This design comes from an exercise in tuning for small area, a short achievable clock period and few clock cycles on the open sky130 flow, not from production work. At most, simulation tests tie the RTL to the original design; equivalence was not proved. No activity file was given, so power comes from the tool's default toggle rates.

## Div
module Div (
    input wire clk,
    input wire reset_total,
    input wire reset_local,
    input wire [31:0] dividend_in,
    input wire [31:0] divisor_in,
    output reg zero_division_flag,
    output wire [31:0] remainder_out,
    output wire [31:0] quotient_out,
    output wire done
);
==> module Div, before the edit <==
module Div (
    input wire clk,
    input wire reset_total,
    input wire reset_local,
    input wire [31:0] dividend_in,
    input wire [31:0] divisor_in,
    output reg zero_division_flag,
    output wire [31:0] remainder_out,
    output wire [31:0] quotient_out,
    output wire done
);
    function [6:0] lzc32;
        input [31:0] x;
        reg [15:0] v1; reg [15:0] c1;
        reg [7:0]  v2; reg [15:0] c2;
        reg [3:0]  v3; reg [11:0] c3;
        reg [1:0]  v4; reg [7:0]  c4;
        reg        v5; reg [4:0]  c5;
        integer k;
        begin
            for (k = 0; k < 16; k = k + 1) begin
                v1[k] = x[31-2*k] | x[30-2*k];
                c1[k] = ~x[31-2*k];
            end
            for (k = 0; k < 8; k = k + 1) begin
                v2[k] = v1[2*k] | v1[2*k+1];
                c2[2*k+:2] = v1[2*k] ? {1'b0, c1[2*k]} : {1'b1, c1[2*k+1]};
            end
            for (k = 0; k < 4; k = k + 1) begin
                v3[k] = v2[2*k] | v2[2*k+1];
                c3[3*k+:3] = v2[2*k] ? {1'b0, c2[4*k+:2]} : {1'b1, c2[4*k+2+:2]};
            end
            for (k = 0; k < 2; k = k + 1) begin
                v4[k] = v3[2*k] | v3[2*k+1];
                c4[4*k+:4] = v3[2*k] ? {1'b0, c3[6*k+:3]} : {1'b1, c3[6*k+3+:3]};
            end
            v5 = v4[0] | v4[1];
            c5 = v4[0] ? {1'b0, c4[3:0]} : {1'b1, c4[7:4]};
            lzc32 = {v5, ~v5, c5 & {5{v5}}};    
        end
    endfunction
    wire        sa = dividend_in[31];
    wire        sb = divisor_in[31];
    wire        ca = sa & ~&(dividend_in[31:1] | ~dividend_in[30:0]);
    wire [6:0]  la = lzc32(sa ? {~dividend_in[30:0], 1'b1} : dividend_in);
    wire [6:0]  lb = lzc32(divisor_in ^ {32{sb}});
    wire [4:0]  lb5 = lb[4:0] | {5{lb[5]}};
    wire        bz = ~sb & ~lb[6];
    wire [6:0]  cmp = {1'b0, la[5:0]} + {2'b11, ~lb5} + {6'd0, ca};
    wire        trivial = ~cmp[6];
    reg  [31:0] r;       
    reg  [31:0] q;       
    reg  [32:0] d;       
    reg  [4:0]  za;      
    reg  [4:0]  zb;      
    reg         zc;      
    reg         run;     
    reg         p2;      
    reg         fix;     
    reg         sr;      
    reg         sq;      
    wire [32:0] rx = {r[31], r};
    wire        ci = ~sq;
    wire [32:0] t = rx + d + {32'd0, ci};
    wire [32:0] hs = rx ^ d;
    wire        tz = &(hs ~^ {rx[31:0] | d[31:0], ci});
    wire        ge = sr ? (t[32] | tz) : ~t[32];
    wire [4:0]  s = zb + ~za + {4'd0, ~zc};
    reg  [32:0] d_sh;
    integer i;
    always @* begin
        d_sh = d;
        for (i = 0; i < 5; i = i + 1)
            if (s[i]) d_sh = (d_sh << (1 << i)) | (~({33{1'b1}} << (1 << i)) & {33{~sq}});
    end
    wire        start = reset_local & ~reset_total;
    wire        go = ~trivial & ~bz;
    wire        take = run & ge & (~p2 | sq) & ~fix;
    always @(posedge clk) begin
        if (reset_local)
            r <= dividend_in & {32{~bz}};
        else if (take)
            r <= t[31:0];
        if (reset_local)
            d <= {sb, divisor_in} ^ {33{~(sa ^ sb)}};
        else if (p2)
            d <= d_sh;
        else
            d <= {d[32], d[32:1]};
        if (reset_total) begin
            run <= 1'b0;
            p2 <= 1'b0;
            fix <= 1'b0;
        end else if (reset_local) begin
            run <= go;
            p2 <= go;
            fix <= 1'b0;
            za <= la[4:0];
            zb <= lb5;
            zc <= ca;
            q <= 32'd0;
            sr <= sa;
            sq <= sa ^ sb;
            zero_division_flag <= bz;
        end else if (p2) begin
            p2 <= 1'b0;
            za <= s;
            if (!ge & !sq) run <= 1'b0;
            fix <= ~ge & sq;
            q <= {32{sq}};
        end else if (fix) begin
            fix <= 1'b0;
            run <= 1'b0;
            q <= 32'd0;
        end else if (run) begin
            q <= {q[30:0], ge ^ sq};
            za <= za - 5'd1;
            if (za == 5'd0) run <= 1'b0;
        end
    end
    assign done = ~run;
    assign quotient_out  = q;
    assign remainder_out = r;
endmodule
Settings: LEC_CHECK=0, ABC_AREA=1, CAP_MARGIN=20, CORE_MARGIN=2, CORE_UTILIZATION=65, CTS_BUF_LIST=sky130_fd_sc_hd__clkbuf_4 sky130_fd_sc_hd__clkbuf_8, CTS_CLUSTER_SIZE=20, SETUP_SLACK_MARGIN=3.2, SLEW_MARGIN=20; clock period 6.0 ns.
standard.sh (not shown) runs the stock make flow with config.mk's settings and CLKGATE_MAP_FILE= SYNTH_SCRIPT=/design/flow/synth_recipe.tcl, a recipe that flattens the netlist after the stock synthesis.
==> flow/flow/run.sh <==
#!/bin/bash
# Standard layout (the standard.sh) with these changes:
# - adders keep Yosys's default carry-lookahead mapping instead of the
#   Kogge-Stone extra map, and are not turned into half/full adder cells, so
#   ABC maps them;
# - the port buffers are the smallest buffer cell (repair_timing upsizes the
#   ones on critical paths).
set -euo pipefail
export ADDER_MAP_FILE=
export SYNTH_OPERATIONS_ARGS=-nordff
export BUFFER_PORTS_ARGS="-buffer_cell sky130_fd_sc_hd__buf_1"
bash standard.sh > flow_make.log 2>&1
Next try:
--- a/flow/design.v
+++ b/flow/design.v
@@ -52,11 +52,8 @@
     reg  [31:0] q;       
     reg  [32:0] d;       
     reg  [4:0]  za;      
-    reg  [4:0]  zb;      
-    reg         zc;      
     reg         run;     
     reg         p2;      
-    reg         fix;     
     reg         sr;      
     reg         sq;      
     wire [32:0] rx = {r[31], r};
@@ -65,7 +62,7 @@
     wire [32:0] hs = rx ^ d;
     wire        tz = &(hs ~^ {rx[31:0] | d[31:0], ci});
     wire        ge = sr ? (t[32] | tz) : ~t[32];
-    wire [4:0]  s = zb + ~za + {4'd0, ~zc};
+    wire [4:0]  s = za;
     reg  [32:0] d_sh;
     integer i;
     always @* begin
@@ -75,7 +72,7 @@
     end
     wire        start = reset_local & ~reset_total;
     wire        go = ~trivial & ~bz;
-    wire        take = run & ge & (~p2 | sq) & ~fix;
+    wire        take = run & ge & (~p2 | sq);
     always @(posedge clk) begin
         if (reset_local)
             r <= dividend_in & {32{~bz}};
@@ -90,28 +87,18 @@
         if (reset_total) begin
             run <= 1'b0;
             p2 <= 1'b0;
-            fix <= 1'b0;
         end else if (reset_local) begin
             run <= go;
             p2 <= go;
-            fix <= 1'b0;
-            za <= la[4:0];
-            zb <= lb5;
-            zc <= ca;
+            za <= lb5 + ~la[4:0] + {4'd0, ~ca};    
             q <= 32'd0;
             sr <= sa;
             sq <= sa ^ sb;
             zero_division_flag <= bz;
         end else if (p2) begin
             p2 <= 1'b0;
-            za <= s;
-            if (!ge & !sq) run <= 1'b0;
-            fix <= ~ge & sq;
-            q <= {32{sq}};
-        end else if (fix) begin
-            fix <= 1'b0;
-            run <= 1'b0;
-            q <= 32'd0;
+            if (!ge) run <= 1'b0;
+            q <= {32{sq & ge}};
         end else if (run) begin
             q <= {q[30:0], ge ^ sq};
             za <= za - 5'd1;
Result: The new run finished clean; clock skew grows by 3.1 ps; combinational power fell by 22%; die area decreases by 1.4%; cell area decreases by 5.5%; power goes down by 21%; global-route usage shrinks by 1.3 points; wire length goes down by 7.1%; worst setup slack degrades by 130 ps; final cell count goes down by 4.1%; synthesized area went down by 1.4%; fmax goes down by 4.4%.
Function was not checked in any run of this note: the RTL went through the layout flow alone.

* * *

## red
Another version of the RTL of Div (not shown whole).
Size in the first run: about 130 I/O pins.
==> module Div, before the edit <==
module Div (
    input wire clk,
    input wire reset_total,
    input wire reset_local,
    input wire [31:0] dividend_in,
    input wire [31:0] divisor_in,
    output reg zero_division_flag,
    output wire [31:0] remainder_out,
    output wire [31:0] quotient_out,
    output wire done
);
    function [6:0] lzc32;
        input [31:0] x;
        reg [15:0] v1; reg [15:0] c1;
        reg [7:0]  v2; reg [15:0] c2;
        reg [3:0]  v3; reg [11:0] c3;
        reg [1:0]  v4; reg [7:0]  c4;
        reg        v5; reg [4:0]  c5;
        integer k;
        begin
            for (k = 0; k < 16; k = k + 1) begin
                v1[k] = x[31-2*k] | x[30-2*k];
                c1[k] = ~x[31-2*k];
            end
            for (k = 0; k < 8; k = k + 1) begin
                v2[k] = v1[2*k] | v1[2*k+1];
                c2[2*k+:2] = v1[2*k] ? {1'b0, c1[2*k]} : {1'b1, c1[2*k+1]};
            end
            for (k = 0; k < 4; k = k + 1) begin
                v3[k] = v2[2*k] | v2[2*k+1];
                c3[3*k+:3] = v2[2*k] ? {1'b0, c2[4*k+:2]} : {1'b1, c2[4*k+2+:2]};
            end
            for (k = 0; k < 2; k = k + 1) begin
                v4[k] = v3[2*k] | v3[2*k+1];
                c4[4*k+:4] = v3[2*k] ? {1'b0, c3[6*k+:3]} : {1'b1, c3[6*k+3+:3]};
            end
            v5 = v4[0] | v4[1];
            c5 = v4[0] ? {1'b0, c4[3:0]} : {1'b1, c4[7:4]};
            lzc32 = {v5, ~v5, c5 & {5{v5}}};    
        end
    endfunction
    wire        sa = dividend_in[31];
    wire        sb = divisor_in[31];
    wire        ca = sa & ~&(dividend_in[31:1] | ~dividend_in[30:0]);
    wire [6:0]  la = lzc32(sa ? {~dividend_in[30:0], 1'b1} : dividend_in);
    wire [6:0]  lb = lzc32(divisor_in ^ {32{sb}});
    wire [4:0]  lb5 = lb[4:0] | {5{lb[5]}};
    wire        bz = ~sb & ~lb[6];
    wire [6:0]  cmp = {1'b0, la[5:0]} + {2'b11, ~lb5} + {6'd0, ca};
    wire        trivial = ~cmp[6];
    reg  [31:0] r;       
    reg  [31:0] q;       
    reg  [32:0] d;       
    reg  [4:0]  za;      
    reg  [4:0]  zb;      
    reg         zc;      
    reg         run;     
    reg         p2;      
    reg         sr;      
    reg         sq;      
    wire [32:0] rx = {r[31], r};
    wire [32:0] t = rx + d + 33'd1;
    wire        tz = &(rx ^ d);
    wire        ge = sr ? (t[32] | tz) : ~t[32];
    wire [4:0]  s = zb + ~za + {4'd0, ~zc};
    reg  [32:0] d_sh;
    integer i;
    always @* begin
        d_sh = d;
        for (i = 0; i < 5; i = i + 1)
            if (s[i]) d_sh = (d_sh << (1 << i)) | ~({33{1'b1}} << (1 << i));
    end
    wire        go = ~trivial & ~bz;
    wire        take = run & ge & (~p2 | sq);
    always @(posedge clk) begin
        if (reset_local)
            r <= dividend_in & {32{~bz}};
        else if (take)
            r <= t[31:0];
        if (reset_local)
            d <= (sa ^ sb) ? {sb, divisor_in} - 33'd1 : ~{sb, divisor_in};
        else if (p2)
            d <= d_sh;
        else
            d <= {d[32], d[32:1]};
        if (reset_total) begin
            run <= 1'b0;
            p2 <= 1'b0;
        end else if (reset_local) begin
            run <= go;
            p2 <= go;
            za <= la[4:0];
            zb <= lb5;
            zc <= ca;
            q <= 32'd0;
            sr <= sa;
            sq <= sa ^ sb;
            zero_division_flag <= bz;
        end else if (p2) begin
            p2 <= 1'b0;
            za <= s;
            if (!ge) run <= 1'b0;
            q <= {32{sq & ge}};
        end else if (run) begin
            q <= {q[30:0], ge ^ sq};
            za <= za - 5'd1;
            if (za == 5'd0) run <= 1'b0;
        end
    end
    assign done = ~run;
    assign quotient_out  = q;
    assign remainder_out = r;
endmodule
export LEC_CHECK = 0
export ABC_AREA = 1
export CAP_MARGIN = 20
export CORE_MARGIN = 2
export CORE_UTILIZATION = 60
export CTS_BUF_LIST = sky130_fd_sc_hd__clkbuf_4 sky130_fd_sc_hd__clkbuf_8
export CTS_CLUSTER_SIZE = 20
export SETUP_SLACK_MARGIN = 3.0
export SLEW_MARGIN = 20
create_clock -name core_clock -period 6.0 [get_ports {clk}]
Scripts as last shown in full above: flow/flow/run.sh
Testbench counts of red, summed over its fixed seeds: cycles 22,792.
#### Input delta (green over red)
--- a/flow/design.v
+++ b/flow/design.v
@@ -60,7 +60,11 @@
     reg         sq;      
     wire [32:0] rx = {r[31], r};
+    wire [32:0] d2 = {d[32], d[32:1]};
     wire [32:0] t = rx + d + 33'd1;
     wire        tz = &(rx ^ d);
     wire        ge = sr ? (t[32] | tz) : ~t[32];
+    wire [32:0] t2 = rx + d2 + 33'd1;
+    wire        tz2 = &(rx ^ d2);
+    wire        ge2 = sr ? (t2[32] | tz2) : ~t2[32];
     wire [4:0]  s = zb + ~za + {4'd0, ~zc};
     reg  [32:0] d_sh;
@@ -72,5 +76,8 @@
     end
     wire        go = ~trivial & ~bz;
+    wire        step = run & ~p2;
+    wire        last = (za == 5'd0);
     wire        take = run & ge & (~p2 | sq);
+    wire        take2 = step & ~ge & ~last & ge2;
     always @(posedge clk) begin
         if (reset_local)
@@ -78,10 +85,14 @@
         else if (take)
             r <= t[31:0];
+        else if (take2)
+            r <= t2[31:0];
         if (reset_local)
             d <= (sa ^ sb) ? {sb, divisor_in} - 33'd1 : ~{sb, divisor_in};
         else if (p2)
             d <= d_sh;
+        else if (ge)
+            d <= d2;
         else
-            d <= {d[32], d[32:1]};
+            d <= {{2{d[32]}}, d[32:2]};
         if (reset_total) begin
             run <= 1'b0;
@@ -103,7 +114,13 @@
             q <= {32{sq & ge}};
         end else if (run) begin
-            q <= {q[30:0], ge ^ sq};
-            za <= za - 5'd1;
-            if (za == 5'd0) run <= 1'b0;
+            if (ge | last) begin
+                q <= {q[30:0], ge ^ sq};
+                za <= za - 5'd1;
+                if (last) run <= 1'b0;
+            end else begin
+                q <= {q[29:0], sq, ge2 ^ sq};
+                za <= za - 5'd2;
+                if (za == 5'd1) run <= 1'b0;
+            end
         end
     end
Findings:
- Sort green and red by portion of the clock cycle consumed by the worst path in the final layout, ascending, and red comes first.
- When green is set beside red, its time the worst path needs with I/O delays and setup turns out to be 0.090 ns larger.
- green vs red on global-route usage: green is the higher one.
- Relative to red, the final cell area reported for green is higher.
- Setup slack, green and red: smaller value in green
- Between red and green, the flow reports final cell count increasing by more than a quarter.
- Lower sequential standard cell area goes to red over green.
- Total power after layout on green is behind red.
- NOTE: transition time at the pin with the least slew margin in green exceeds that of red
- Changes observed in green relative to red: via count saw an increase, core outline area saw an increase, CTS buffer count saw little to no change.
The RTL of green was laid out without a check of its function.

-- afterwards: timing with drivers on the ports --
How much do the figures lean on ideal ports? The routed layouts below were timed once more, with nothing changed but the port constraints.
Step 1: set_driving_cell puts a clkbuf_16 on clk and a buf_2 on each other input, an assumption about the parent block.
Step 2 also shifts input and output timing later by t, the mid clock arrival at the registers, as if the neighbouring blocks saw the same clock.
Three values: ideal ports, drivers, drivers and shift; two values: the first two.
| run | t, ns | setup WS [ns] | worst setup path at the end | worst data-port slew with drivers (ns) |
|---|---|---|---|---|
| the first run of note 1 | 0.514 | 3.157 / 3.154 / 2.640 | input to register | 0.06 |
| the second run of note 1 | 0.433 | 3.024 / 2.994 / 2.561 | input to register | 0.09 |
| red | 0.504 | 3.110 / 3.128 / 2.624 | input to register | 0.06 |
| green | 0.534 | 3.020 / 3.020 / 2.532 | input to register | 0.07 |
After both steps setup and hold are still met in every run listed. The setup slack of the first run of note 1, which loses most, moves by -0.003 ns with the drivers and by -0.517 ns with both steps.
